Background: an optimization exercise with open tools, aiming at small area. Do not read the settings as production practice. No functional check of the RTL was part of any run shown here. Power is estimated from default activity; no workload was simulated.

<file path="design/flow/flow/run.sh">
#!/bin/bash
# Own layout flow: the standard synthesis, then the combinational logic between
# the registers re-mapped by ABC for area (registers, their names and cells
# untouched), then the standard layout from floorplan to finish.
set -euo pipefail
cd "$(dirname "$0")/.."
W=$(pwd)
R=$W/orfs/results/$FLOW_PLATFORM/saat/base
YOSYS=$FLOW_HOME/../tools/install/yosys/bin/yosys
LIB=$FLOW_HOME/platforms/$FLOW_PLATFORM/lib/sky130_fd_sc_hd__tt_025C_1v80.lib

bash standard.sh synth > "$W/flow_synth.log" 2>&1
cp "$R/1_2_yosys.v" "$W/std_synth.v"

DONT_USE=$(sed -n '/^export DONT_USE_CELLS/,/^$/p' "$FLOW_HOME/platforms/$FLOW_PLATFORM/config.mk" \
  | tr ' \\' '\n\n' | grep '^sky130_fd_sc_hd__' | sed 's/^/-dont_use /' | tr '\n' ' ')

best=""
best_area=""
for s in flow/abc_a.script flow/abc_b.script flow/abc_c.script; do
  n=$(basename "$s" .script)
  cat > "$W/remap_$n.ys" <<EOY
read_liberty -ignore_miss_func $LIB
read_verilog $W/std_synth.v
hierarchy -top $FLOW_TOP
setattr -mod -set keep_hierarchy 1 sky130_fd_sc_hd__dfxtp_1 sky130_fd_sc_hd__conb_1
flatten
select $FLOW_TOP
rename -hide w:*.*
opt
abc -liberty $LIB $DONT_USE -script $W/$s
opt_clean -purge
hilomap -singleton -hicell sky130_fd_sc_hd__conb_1 HI -locell sky130_fd_sc_hd__conb_1 LO
insbuf -buf sky130_fd_sc_hd__buf_1 A X
splitnets
opt_clean -purge
tee -o $W/remap_$n.stat stat -liberty $LIB
write_verilog -noattr -noexpr -nohex -nodec -selected $W/remap_$n.v
EOY
  if "$YOSYS" -s "$W/remap_$n.ys" > "$W/remap_$n.log" 2>&1; then
    a=$(grep "Chip area" "$W/remap_$n.stat" | awk '{print $NF}')
    echo "$n $a" >> "$W/remap_areas.txt"
    if [[ -z "$best" ]] || awk "BEGIN{exit !($a < $best_area)}"; then
      best=$n; best_area=$a
    fi
  fi
done

if [[ -n "$best" ]]; then
  cp "$W/remap_$best.v" "$R/1_2_yosys.v"
  rm -f "$R/1_synth.odb" "$R/1_synth.sdc"
fi
echo "chosen: ${best:-standard} ${best_area}" >> "$W/remap_areas.txt"

bash standard.sh "BUFFER_PORTS_ARGS=-buffer_cell sky130_fd_sc_hd__buf_1" "CTS_ARGS=-sink_clustering_enable -repair_clock_nets -dont_use_dummy_load -buf_list sky130_fd_sc_hd__clkbuf_16" finish > "$W/flow_layout.log" 2>&1
</file>
<file path="design/flow/flow/abc_a.script">
strash
dc2
dch -f
amap
</file>
<file path="design/flow/flow/abc_b.script">
strash
dc2
&get -n
&dch -f
&nf -a
&put
</file>
<file path="design/flow/flow/abc_c.script">
strash
dch -f
map -a
</file>
<file path="design/flow/standard.sh">
#!/bin/bash
# synth_recipe.tcl (not shown) runs the flow's synth.tcl, then flattens the netlist and writes it again
# the make line also repeats each setting of config.mk as NAME=value (left out here)
make -C /OpenROAD-flow-scripts/flow DESIGN_CONFIG=/design/flow/config.mk WORK_HOME=/design/flow/orfs CLKGATE_MAP_FILE= SYNTH_SCRIPT=/design/flow/synth_recipe.tcl "${@:-finish}"
</file>
<file path="design/flow/config.mk">
export PLATFORM = sky130hd
export DESIGN_NAME = saat
export DESIGN_NICKNAME = saat
export VERILOG_FILES = /design/flow/design.v
export SDC_FILE = /design/flow/constraint.sdc
export NUM_CORES = 4
export LEC_CHECK = 0
export CAP_MARGIN = 20
export CORE_MARGIN = 2
export CORE_UTILIZATION = 40
export SLEW_MARGIN = 20
</file>
<file path="design/flow/constraint.sdc">
create_clock -name core_clock -period 10.0 [get_ports {sys_clk}]
set_input_delay 2.0000 -clock core_clock [delete_from_list [all_inputs] [get_ports {sys_clk}]]
set_output_delay 2.0000 -clock core_clock [all_outputs]
set_load 0.01 [all_outputs]
</file>
<file path="design/flow/design.v">
module saat
 # (
    parameter BIR_SANIYE = 12_000,
    parameter [10:0] M_T = 0,
    parameter [13:0] M_Z = 0,
    parameter [4:0]  M_R = 0,
    parameter [2:0]  M_MT = 0,
    parameter [3:0]  M_MU = 0,
    parameter [1:0]  M_HT = 0,
    parameter [3:0]  M_HU = 0,
    parameter [3:0]  M_C = 0,
    parameter [1:0]  M_P = 0,
    parameter        M_I = 0,
    parameter        M_L = 0
   )
   (
    input sys_clk,
    input rst_n,
    input button_1,
    input button_2,
    output [2:0] led,
    output [7:0] segment,
    output [3:0] digit
   );
localparam CC_END = BIR_SANIYE / 600;
localparam RC_END = BIR_SANIYE / 1000;
function [13:0] lfsr;
  input integer w;
  input integer n;
  integer i;
  reg fb;
  begin
    lfsr = 0;
    for (i = 0; i < n; i = i + 1) begin
      case (w)
        5:  fb = ~(lfsr[4] ^ lfsr[2]);
        11: fb = ~(lfsr[10] ^ lfsr[8]);
        default: fb = ~(lfsr[13] ^ lfsr[12] ^ lfsr[11] ^ lfsr[1]);
      endcase
      lfsr = {lfsr[12:0], fb} & ((14'd1 << w) - 1);
    end
  end
endfunction
localparam [10:0] T_OVF = lfsr(11, 60 * (CC_END + 1));
localparam [10:0] T_ONE = (CC_END > 0) ? 11'd1 : 11'd0;
localparam [13:0] Z_END = lfsr(14, BIR_SANIYE);
localparam [4:0]  R_END = lfsr(5, 2 * RC_END + 1);
localparam [4:0]  R_REF = lfsr(5, RC_END);
reg [10:0] t_q;
reg [13:0] z_q;
reg [4:0]  r_q;
reg [2:0]  mt_q;
reg [3:0]  mu_q;
reg [1:0]  ht_q;
reg [3:0]  hu_q;
reg [3:0]  c_q;
reg [1:0]  p_q;
reg        i_q;
reg        l_q;
wire [10:0] t  = t_q ^ M_T;
wire [13:0] z  = z_q ^ M_Z;
wire [4:0]  r  = r_q ^ M_R;
wire [2:0]  mt = mt_q ^ M_MT;
wire [3:0]  mu = mu_q ^ M_MU;
wire [1:0]  ht = ht_q ^ M_HT;
wire [3:0]  hu = hu_q ^ M_HU;
wire [3:0]  c  = c_q ^ M_C;
wire [1:0]  p  = p_q ^ M_P;
wire        init = i_q ^ M_I;
wire        l  = l_q ^ M_L;
wire b1 = ~button_1;
wire b2 = ~button_2;
wire both = b1 & b2;
wire any = b1 | b2;
wire s_ovf = (t == T_OVF);
wire z_end = (z == Z_END);
wire m_ovf = mt[2] & mt[1];
wire h_ovf = ht[1] & hu[2];
wire m_btn = b2 & z_end;
wire h_btn = b1 & z_end;
wire m_inc = m_btn | (~m_ovf & s_ovf);
wire m_clr = ~m_btn & (m_ovf | (both & ~s_ovf));
wire h_inc = h_btn | (~h_ovf & m_ovf);
wire h_clr = ~h_btn & (h_ovf | (both & ~m_ovf));
wire refresh = (r == R_REF);
wire t_fb = ~(t[10] ^ t[8]);
wire z_fb = ~(z[13] ^ z[12] ^ z[11] ^ z[1]);
wire r_fb = ~(r[4] ^ r[2]);
reg [10:0] t_n;
reg [13:0] z_n;
reg [4:0]  r_n;
reg [2:0]  mt_n;
reg [3:0]  mu_n;
reg [1:0]  ht_n;
reg [3:0]  hu_n;
reg [3:0]  c_n;
reg [1:0]  p_n;
reg        i_n;
always @* begin
  if (both) t_n = 0;
  else if (s_ovf) t_n = T_ONE;
  else t_n = {t[9:0], t_fb};
  z_n = z;
  if (any) begin
    if (z_end) z_n = 0;
    else z_n = {z[12:0], z_fb};
  end
  if (r == R_END) r_n = 0;
  else r_n = {r[3:0], r_fb};
  mt_n = mt; mu_n = mu;
  if (m_clr) begin
    mt_n = 0; mu_n = 0;
  end else if (m_inc) begin
    if (mu == 4'd9) begin mu_n = 0; mt_n = mt + 1'b1; end
    else mu_n = mu + 1'b1;
  end
  ht_n = ht; hu_n = hu;
  if (h_clr) begin
    ht_n = 0; hu_n = 0;
  end else if (h_inc) begin
    if (hu == 4'd9) begin hu_n = 0; ht_n = ht + 1'b1; end
    else hu_n = hu + 1'b1;
  end
  i_n = init; p_n = p; c_n = c;
  if (refresh) begin
    i_n = 1'b0;
    if (!init) begin
      p_n = p + 1'b1;
      case (p)
        2'd0: c_n = mu;
        2'd1: if (~m_ovf) c_n = {1'b0, mt};
        2'd2: c_n = hu;
        2'd3: c_n = {2'b00, ht};
      endcase
    end
  end
end
always @(posedge sys_clk) begin
  if (!rst_n) begin
    t_q <= M_T; z_q <= M_Z; r_q <= M_R;
    mt_q <= M_MT; mu_q <= M_MU; ht_q <= M_HT; hu_q <= M_HU;
    c_q <= 4'd15 ^ M_C; p_q <= M_P; i_q <= 1'b1 ^ M_I;
    l_q <= M_L;
  end else begin
    t_q <= t_n ^ M_T; z_q <= z_n ^ M_Z; r_q <= r_n ^ M_R;
    mt_q <= mt_n ^ M_MT; mu_q <= mu_n ^ M_MU; ht_q <= ht_n ^ M_HT; hu_q <= hu_n ^ M_HU;
    c_q <= c_n ^ M_C; p_q <= p_n ^ M_P; i_q <= i_n ^ M_I;
    l_q <= ~any ^ M_L;
  end
end
assign led = {3{l}};
assign digit = init ? 4'b1111 : ~(4'b0001 << p);
localparam [15:0] SA = 16'b0000_0011_1110_1101;
localparam [15:0] SB = 16'b0000_0011_1001_1111;
localparam [15:0] SC = 16'b0000_0011_1111_1011;
localparam [15:0] SD = 16'b0000_0011_0110_1101;
localparam [15:0] SE = 16'b0000_0001_0100_0101;
localparam [15:0] SF = 16'b0000_0011_0111_0001;
localparam [15:0] SG = 16'b0000_0011_0111_1100;
assign segment = {~digit[3], SG[c], SF[c], SE[c], SD[c], SC[c], SB[c], SA[c]};
endmodule
</file>
==> flow_summary.toml, run 1 <==
[sta]
finClkSkew_ns = 0.0100
finalMaxSlewViolations = 0
setup_viol = 0
grt_setup_unrepaired = "no"
tightest_slew_ns = 0.654
timing.hold.ws_ns = 0.444
finalHoldViolCount = 0
finalCritPeriodShare_pct = 33.9
period_needed_ns = 3.39
max_freq_mhz = 295
max_slew_margin_pct = 56.4
fin_tns_setup_ns = 0
worst_slack_ns = 6.61

[drt]
drc = 0
ant_nets = 0
wl_mm = 3.68
post_drt_wl_per_cell_um = 12.2
drt_iter0_drc = 150
vias_per_cell = 5.10
dr_total_vias = 1540
drtPass1Iterations = 4

[finish]
drive_gt1_share_pct = 2.98
nets = 241
fill_cells = 458
diodes = 0
synthToLayoutAreaGrowth_pct = 13.5

[power]
powerDensity_nw_per_um2 = 162
power_leakage_nw = 0.845
p_int_mw = 0.299
power_mw = 0.372
vdd_ir_drop_max_uv = 83.5
p_sw_mw = 0.0730
seq_power_share_pct = 56.0
clockPowerShare_pct = 40.8
combPwrFrac_pct = 3.2
switching_share_pct = 19.6

[critical_path]
path_cells = "nor2b_1, nand2b_1, buf_1"
critPathLaunchType = "flop"
critPathBufInv = 1
worstPathArrival_ns = 1.39
max_stage_delay_ns = 0.50
required_ns = 8.00
cp_max_fo = 10
crit_type = "flop to primary output"
endpoint_kind = "primary output"
slowest_stage = "dfxtp_1"
cpLargestDelayFamily = "flip-flops"

[floorplanning]
placeableCoreArea_sq_um = 4790
die_area_sq_um = 5630
fp.dieH_um = 75.1
initial_utilization_pct = 42.2
dieWidth_um = 75.1
rows = 25
num_io_pins = 19

[global_route]
grt_pass1_vias = 1402
globalRoute.totalOverflow = 0
track_usage_pct = 15.0
grt_antenna_before_repair = 0
grt_pass1_wl_mm = 6.47
grt_max_degree = 18

[clock_tree]
cts.path.max_buffers = 2
cts_hold_buf = 0
post_cts_resized = 0
cts_setup_buffers = 0
cts.sinks = 51
cts_tree = "yes"
clk_latency_ns = 0.28
clk_pin_slew_worst_paths_ns = 0.06
cts.root.buffer_cell = "clkbuf_16"
numCtsBuffers = 5
cts_htree_levels = 2

[synthesis]
syn_inst = 214
syn_nets = 218
synth_area_sq_um = 2020
synth_area_per_cell_sq_um = 9.44
ys_warn_count = 1

[status]
status = "finished clean"

[place]
gp_congestion = 0.712
numPortBuffers = 18
hpwlAfterDp_mm = 2.65
pre_cts_ws_ns = 6.40

[min_path]
min_path_type = "flop to flop"

[flow_run]
maxCapViolations = 0
[final cells by class]
| type | instances | area [sq um] | area share [%] |
|---|---|---|---|
| clock buffers | 5 | 125 | 5.46 |
| inverters | 4 | 15.0 | 0.655 |
| multi-input cells | 156 | 972 | 42.4 |
| flip-flops and latches | 51 | 1020 | 44.5 |
| well taps | 67 | 83.8 | 3.66 |
| repair buffers | 19 | 75.1 | 3.28 |
[final timing paths]
kind | end | depth (start not counted) | slack [ns] | start
setup / recovery | digit[1] | 3 | 6.61 | p_q[0]
hold / removal | r_q[1] | 2 | 0.44 | r_q[0]
setup reg to reg | mu_q[3] | 6 | 7.89 | z_q[11]
hold reg to reg | r_q[1] | 2 | 0.44 | r_q[0]
[state kept, by name, summed over array words and instances (netlist names)]
register,flops
c_q,4
ht_q,2
hu_q,4
i_q,1
l_q,1
mt_q,3
mu_q,4
p_q,2
r_q,5
t_q,11
z_q,14
[through the flow]
stage          area, sq um  util [%]  std cells
6_report              2290      47.9        302
5_1_grt               2290      47.9        302
4_1_cts               2290      47.9        302
3_5_place_dp          2170      45.3        297
3_3_place_gp          2170      45.3        297
2_1_floorplan         2020         -        214
[per-layer routing]
layer / vias up / track usage [%] / wire length [um]
met5: - / 0 / 0
met4: 0 / 5.95 / 65
met3: 6 / 4.02 / 116
met2: 17 / 21.6 / 1600
met1: 698 / 21.4 / 1900
li1: 819 / - / -
[power groups by stage]
stage	sequential, mW	combinational (mW)	clock (mW)
6_report	0.208	0.0118	0.152
3_3_place_gp	0.213	0.0118	0
2_1_floorplan	0.212	0.00811	0
5_1_grt	0.209	0.0136	0.165
4_1_cts	0.208	0.0120	0.155
3_5_place_dp	0.213	0.0119	0
[placed cells by master (no fill, tap or decap)]
cell / instances
nor3_1: 11
o21ai_0: 7
a31oi_1: 4
a22oi_1: 2
a22o_1: 15
a221oi_1: 2
mux4_2: 1
o21a_1: 2
nor3b_1: 4
nor2b_1: 4
buf_1: 18
nand2_1: 16
dfxtp_1: 51
and4_1: 2
xnor2_1: 8
o211ai_1: 1
nor2_1: 18
clkinv_1: 4
and3_1: 9
a311oi_1: 1
a21boi_0: 3
xor2_1: 3
nand3_1: 5
nand2b_1: 2
nor4b_1: 3
a21oi_1: 12
nand4bb_1: 1
and3b_1: 1
nand4_1: 4
or3_1: 1
nor4_1: 1
buf_4: 1
a211oi_1: 1
clkbuf_16: 5
and2_0: 12
[tightest hold or removal path, delay by kind of cell, from the launching register on]
| family | cells | cell delay [ns] |
|---|---|---|
| AO/OA/AOI/OAI | 1 | 0.04 |
| flip-flops | 1 | 0.30 |
| AND/OR/NAND/NOR | 1 | 0.06 |
==> run 2: changes to the inputs <==
--- a/design/flow/flow/run.sh
+++ b/design/flow/flow/run.sh
@@ -54,2 +54,2 @@
 
-bash standard.sh "BUFFER_PORTS_ARGS=-buffer_cell sky130_fd_sc_hd__buf_1" "CTS_ARGS=-sink_clustering_enable -repair_clock_nets -dont_use_dummy_load -buf_list sky130_fd_sc_hd__clkbuf_16" finish > "$W/flow_layout.log" 2>&1
+bash standard.sh "BUFFER_PORTS_ARGS=-buffer_cell sky130_fd_sc_hd__buf_1" "CTS_ARGS=-sink_clustering_enable -repair_clock_nets -dont_use_dummy_load -buf_list sky130_fd_sc_hd__clkbuf_16 -sink_buffer_max_cap_derate 1.0 -sink_clustering_size 60" finish > "$W/flow_layout.log" 2>&1
==> flow_summary.toml, run 2 <==
[place]
gp_congestion = 0.712
numPortBuffers = 18
hpwlAfterDp_mm = 2.65

[global_route]
grt_max_degree = 18
grt_pass1_wl_mm = 6.47
globalRoute.totalOverflow = 0
grt_pass1_vias = 1402
track_usage_pct = 15.0
grt_antenna_before_repair = 0

[min_path]
min_from = "r_q[0]"
worstHoldEndpoint = "r_q[1]"
min_path_type = "flop to flop"
worstHoldPathCells = 2

[sta]
setup_viol = 0
finalMaxSlewViolations = 0
max_freq_mhz = 295
period_needed_ns = 3.39
finalHoldViolCount = 0
max_slew_margin_pct = 56.4
finClkSkew_ns = 0.0100
tightest_slew_ns = 0.654
finalCritPeriodShare_pct = 33.9
fin_tns_setup_ns = 0
grt_setup_unrepaired = "no"

[power]
vdd_ir_drop_max_uv = 83.5
seq_power_share_pct = 56.0
p_sw_mw = 0.0730
switching_share_pct = 19.6
powerDensity_nw_per_um2 = 162
combPwrFrac_pct = 3.2
p_int_mw = 0.299
power_leakage_nw = 0.845
clockPowerShare_pct = 40.8

[finish]
largest_register_ff_count = 14
register_area_sq_um = 1020
multi_input_area_sq_um = 972
final_cell_mix = "dfxtp_1, nor2_1, buf_1"
regMostFlops = "z_q"
postLayoutCoreUtil_pct = 47.9
synthToLayoutAreaGrowth_pct = 13.5
drive_gt1_share_pct = 2.98
top_regs = "z_q (14), t_q (11), r_q (5)"
final_common_cell = "dfxtp_1"
nets = 241
fill_cells = 458
diodes = 0

[critical_path]
endpoint_kind = "primary output"
r2r_end = "mu_q[3]"
worstPathArrival_ns = 1.39
cp_max_fo = 10
crit-reg2reg-launch = "z_q[11]"
required_ns = 8.00
reg2reg_slack_ns = 7.89
worst_r2r_path_depth = 6
crit_type = "flop to primary output"
critPathLaunchType = "flop"

[floorplanning]
num_io_pins = 19
initial_utilization_pct = 42.2
die_area_sq_um = 5630
placeableCoreArea_sq_um = 4790
fp.dieH_um = 75.1
dieWidth_um = 75.1
rows = 25

[drt]
dr_total_vias = 1540
drt_iter0_drc = 150
drtPass1Iterations = 4
ant_nets = 0
post_drt_wl_per_cell_um = 12.2
wl_mm = 3.68
drc = 0
vias_per_cell = 5.10

[clock_tree]
cts_htree_levels = 2
cts_setup_buffers = 0
clk_pin_slew_worst_paths_ns = 0.06
cts.path.max_buffers = 2
numCtsBuffers = 5
clk_latency_ns = 0.28
cts_tree = "yes"
cts_hold_buf = 0
cts.root.buffer_cell = "clkbuf_16"
post_cts_resized = 0
cts.sinks = 51

[synthesis]
synth_area_sq_um = 2020
syn_inst = 214
syn_nets = 218
ys_warn_count = 1
synth_area_per_cell_sq_um = 9.44

[status]
status = "finished clean"

[flow_run]
maxCapViolations = 0
## run 2: power groups by stage
| stage | sequential (mW) | clock, mW | combinational, mW |
|---|---|---|---|
| after floorplan | 0.212 | 0 | 0.00811 |
| after global placement | 0.213 | 0 | 0.0118 |
| after detailed placement | 0.213 | 0 | 0.0119 |
| after CTS | 0.208 | 0.155 | 0.0120 |
| after global routing | 0.209 | 0.165 | 0.0136 |
| final | 0.208 | 0.152 | 0.0118 |
## run 2: layout make-up
cell class | count | share of cell area [%]
Clock buffer | 5 | 5.46
Inverter | 4 | 0.655
Multi-Input combinational cell | 156 | 42.4
Sequential cell | 51 | 44.5
Tap cell | 67 | 3.66
Timing Repair Buffer | 19 | 3.28
## run 2: through the flow
stage / hold slack (ns) / setup slack [ns] / total power, mW / area, sq um / cells
2_1_floorplan: 0.414 / 6.89 / 0.220 / 2020 / 214
3_3_place_gp: 0.433 / 6.44 / 0.225 / 2170 / 297
3_5_place_dp: 0.432 / 6.40 / 0.225 / 2170 / 297
4_1_cts: 0.445 / 6.61 / 0.376 / 2290 / 302
5_1_grt: 0.492 / 6.47 / 0.387 / 2290 / 302
6_report: 0.444 / 6.61 / 0.372 / 2290 / 302
## run 2: per-layer routing
layer  share of wire, %  vias to the layer above  wire, um  global-route usage [%]
met2                 43                       17      1600                    21.6
met1                 52                      698      1900                    21.4
li1                   -                      819         -                       -
met5                  0                        -         0                       0
met3                3.1                        6       116                    4.02
met4                1.8                        0        65                    5.95
## run 2: worst max-delay path by stage
| stage | start | endpoint |
|---|---|---|
| floorplan | rst_n | z_q[0] |
| global placement | rst_n | hu_q[3] |
| detailed placement | rst_n | mu_q[3] |
| CTS | p_q[0] | digit[1] |
| global route | c_q[1] | segment[4] |
| finish | p_q[0] | digit[1] |
## run 2: critical path, cell delays in order (launching register included)
cell and delay [ns]:
dfxtp_1 0.50, nor2b_1 0.37, nand2b_1 0.10, buf_1 0.14
==> run 3: changes to the inputs <==
--- a/design/flow/flow/run.sh
+++ b/design/flow/flow/run.sh
@@ -54,2 +54,2 @@
 
-bash standard.sh "BUFFER_PORTS_ARGS=-buffer_cell sky130_fd_sc_hd__buf_1" "CTS_ARGS=-sink_clustering_enable -repair_clock_nets -dont_use_dummy_load -buf_list sky130_fd_sc_hd__clkbuf_16 -sink_buffer_max_cap_derate 1.0 -sink_clustering_size 60" finish > "$W/flow_layout.log" 2>&1
+bash standard.sh "BUFFER_PORTS_ARGS=-buffer_cell sky130_fd_sc_hd__buf_1" "CTS_ARGS=-sink_clustering_enable -repair_clock_nets -dont_use_dummy_load -buf_list sky130_fd_sc_hd__clkbuf_8 -sink_buffer_max_cap_derate 1.0" finish > "$W/flow_layout.log" 2>&1
==> flow_summary.toml, run 3 <==
[status]
status = "finished clean"

[global_route]
globalRoute.totalOverflow = 0
grt_pass1_vias = 1406
grt_antenna_before_repair = 0
grt_max_degree = 18
grt_pass1_wl_mm = 6.47
track_usage_pct = 15.0

[place]
numPortBuffers = 18
gp_congestion = 0.712
placed_cells = 297
hpwlAfterDp_mm = 2.65

[min_path]
min_path_type = "flop to flop"

[drt]
dr_total_vias = 1553
vias_per_cell = 5.14
drc = 0
wl_mm = 3.70
drtPass1Iterations = 4
post_drt_wl_per_cell_um = 12.2
ant_nets = 0
drt_iter0_drc = 132

[sta]
finClkSkew_ns = 0.0178
max_freq_mhz = 294
max_slew_margin_pct = 56.3
fin_tns_setup_ns = 0
tightest_slew_ns = 0.655
period_needed_ns = 3.40
setup_viol = 0
finalHoldViolCount = 0
finalMaxSlewViolations = 0
finalCritPeriodShare_pct = 34.0
grt_setup_unrepaired = "no"

[flow_run]
maxCapViolations = 0

[floorplanning]
rows = 25
die_area_sq_um = 5630
initial_utilization_pct = 42.2
fp.dieH_um = 75.1
num_io_pins = 19
placeableCoreArea_sq_um = 4790
dieWidth_um = 75.1

[synthesis]
synth_area_per_cell_sq_um = 9.44
syn_nets = 218
ys_warn_count = 1
syn_inst = 214
synth_area_sq_um = 2020

[critical_path]
endpoint_kind = "primary output"
crit_type = "flop to primary output"
cp_max_fo = 10
required_ns = 8.00
critPathLaunchType = "flop"
worstPathArrival_ns = 1.40

[finish]
regMostFlops = "z_q"
nets = 241
fin_cells = 302
largest_register_ff_count = 14
final_common_cell = "dfxtp_1"
top_regs = "z_q (14), t_q (11), r_q (5)"
final_cell_mix = "dfxtp_1, nor2_1, buf_1"
diodes = 0
synthToLayoutAreaGrowth_pct = 10.7
drive_gt1_share_pct = 2.98

[clock_tree]
cts_setup_buffers = 0
cts_htree_levels = 2
clk_pin_slew_worst_paths_ns = 0.09
cts.sinks = 51
clk_latency_ns = 0.29
cts_tree = "yes"
numCtsBuffers = 5
cts_hold_buf = 0
cts.root.buffer_cell = "clkbuf_8"
post_cts_resized = 0
cts.path.max_buffers = 2

[power]
vdd_ir_drop_max_uv = 56.4
powerDensity_nw_per_um2 = 144
power_leakage_nw = 0.820
[run 3: worst max-delay path, stage by stage, from the launching register on]
cell      delay [ns]
dfxtp_1         0.51
nor2b_1         0.36
nand2b_1        0.10
buf_1           0.14
[run 3: worst paths after layout]
| kind | start | end | slack, ns | depth (start not counted) |
|---|---|---|---|---|
| min | t_q[1] | t_q[2] | 0.44 | 1 |
| max reg2reg | z_q[11] | hu_q[2] | 7.87 | 6 |
| min reg2reg | t_q[1] | t_q[2] | 0.44 | 1 |
| max | p_q[0] | digit[1] | 6.60 | 3 |
[run 3: cell type report]
class | instances | area (sq um)
tap | 67 | 83.8
timing repair buffer | 19 | 75.1
multi-input combinational | 156 | 972
sequential | 51 | 1020
clock buffer | 5 | 68.8
fill | 468 | 2550
inverter | 4 | 15.0
[run 3: through the flow]
step           utilization, %  hold slack (ns)  area [sq um]  total power [mW]  worst slack [ns]
4_1_cts                  46.7            0.442          2240             0.328              6.58
3_3_place_gp             45.3            0.433          2170             0.225              6.44
5_1_grt                  46.7            0.486          2240             0.338              6.45
6_report                 46.7            0.442          2240             0.323              6.60
2_1_floorplan               -            0.414          2020             0.220              6.89
3_5_place_dp             45.3            0.432          2170             0.225              6.40
[run 3: power breakdown]
part,switching [mW],total (mW),internal (mW)
sequential,0.00219,0.208,0.206
clock,0.0577,0.103,0.0452
combinational,0.00724,0.0118,0.00454
total,0.0671,0.323,0.256
[run 3: routing by layer]
metal  wire (um)  share of wire (%)  up-vias  global-route usage, %
li1            -                  -      820                      -
met1        1920                 52      713                   21.5
met2        1630                 44       16                   21.6
met3          92                2.5        4                   3.61
met4          48                1.3        0                   5.95
met5           0                  0        -                      0

[static timing again, ports no longer ideal]
In the flow no input, the clock included, has a driving cell. The finished layouts below were timed again as built, in two steps. Step 1, drivers: a clkbuf_16 drives sys_clk and a buf_2 each remaining input, both assumed. Step 2 also shifts input and output timing later by t, the mid clock arrival at the registers, as if the neighbouring blocks saw the same clock. Slacks: no drivers / after step 1 / after step 2; pairs: no drivers / after step 1.
run	shift t [ns]	slack for setup (ns)	worst register clock-pin slew, ns
run 1	0.311	6.612 / 6.577 / 6.417	0.06 / 0.06
run 2	0.311	6.612 / 6.577 / 6.417	0.06 / 0.06
run 3	0.314	6.602 / 6.572 / 6.413	0.09 / 0.09
After both steps every run listed still meets setup and hold.
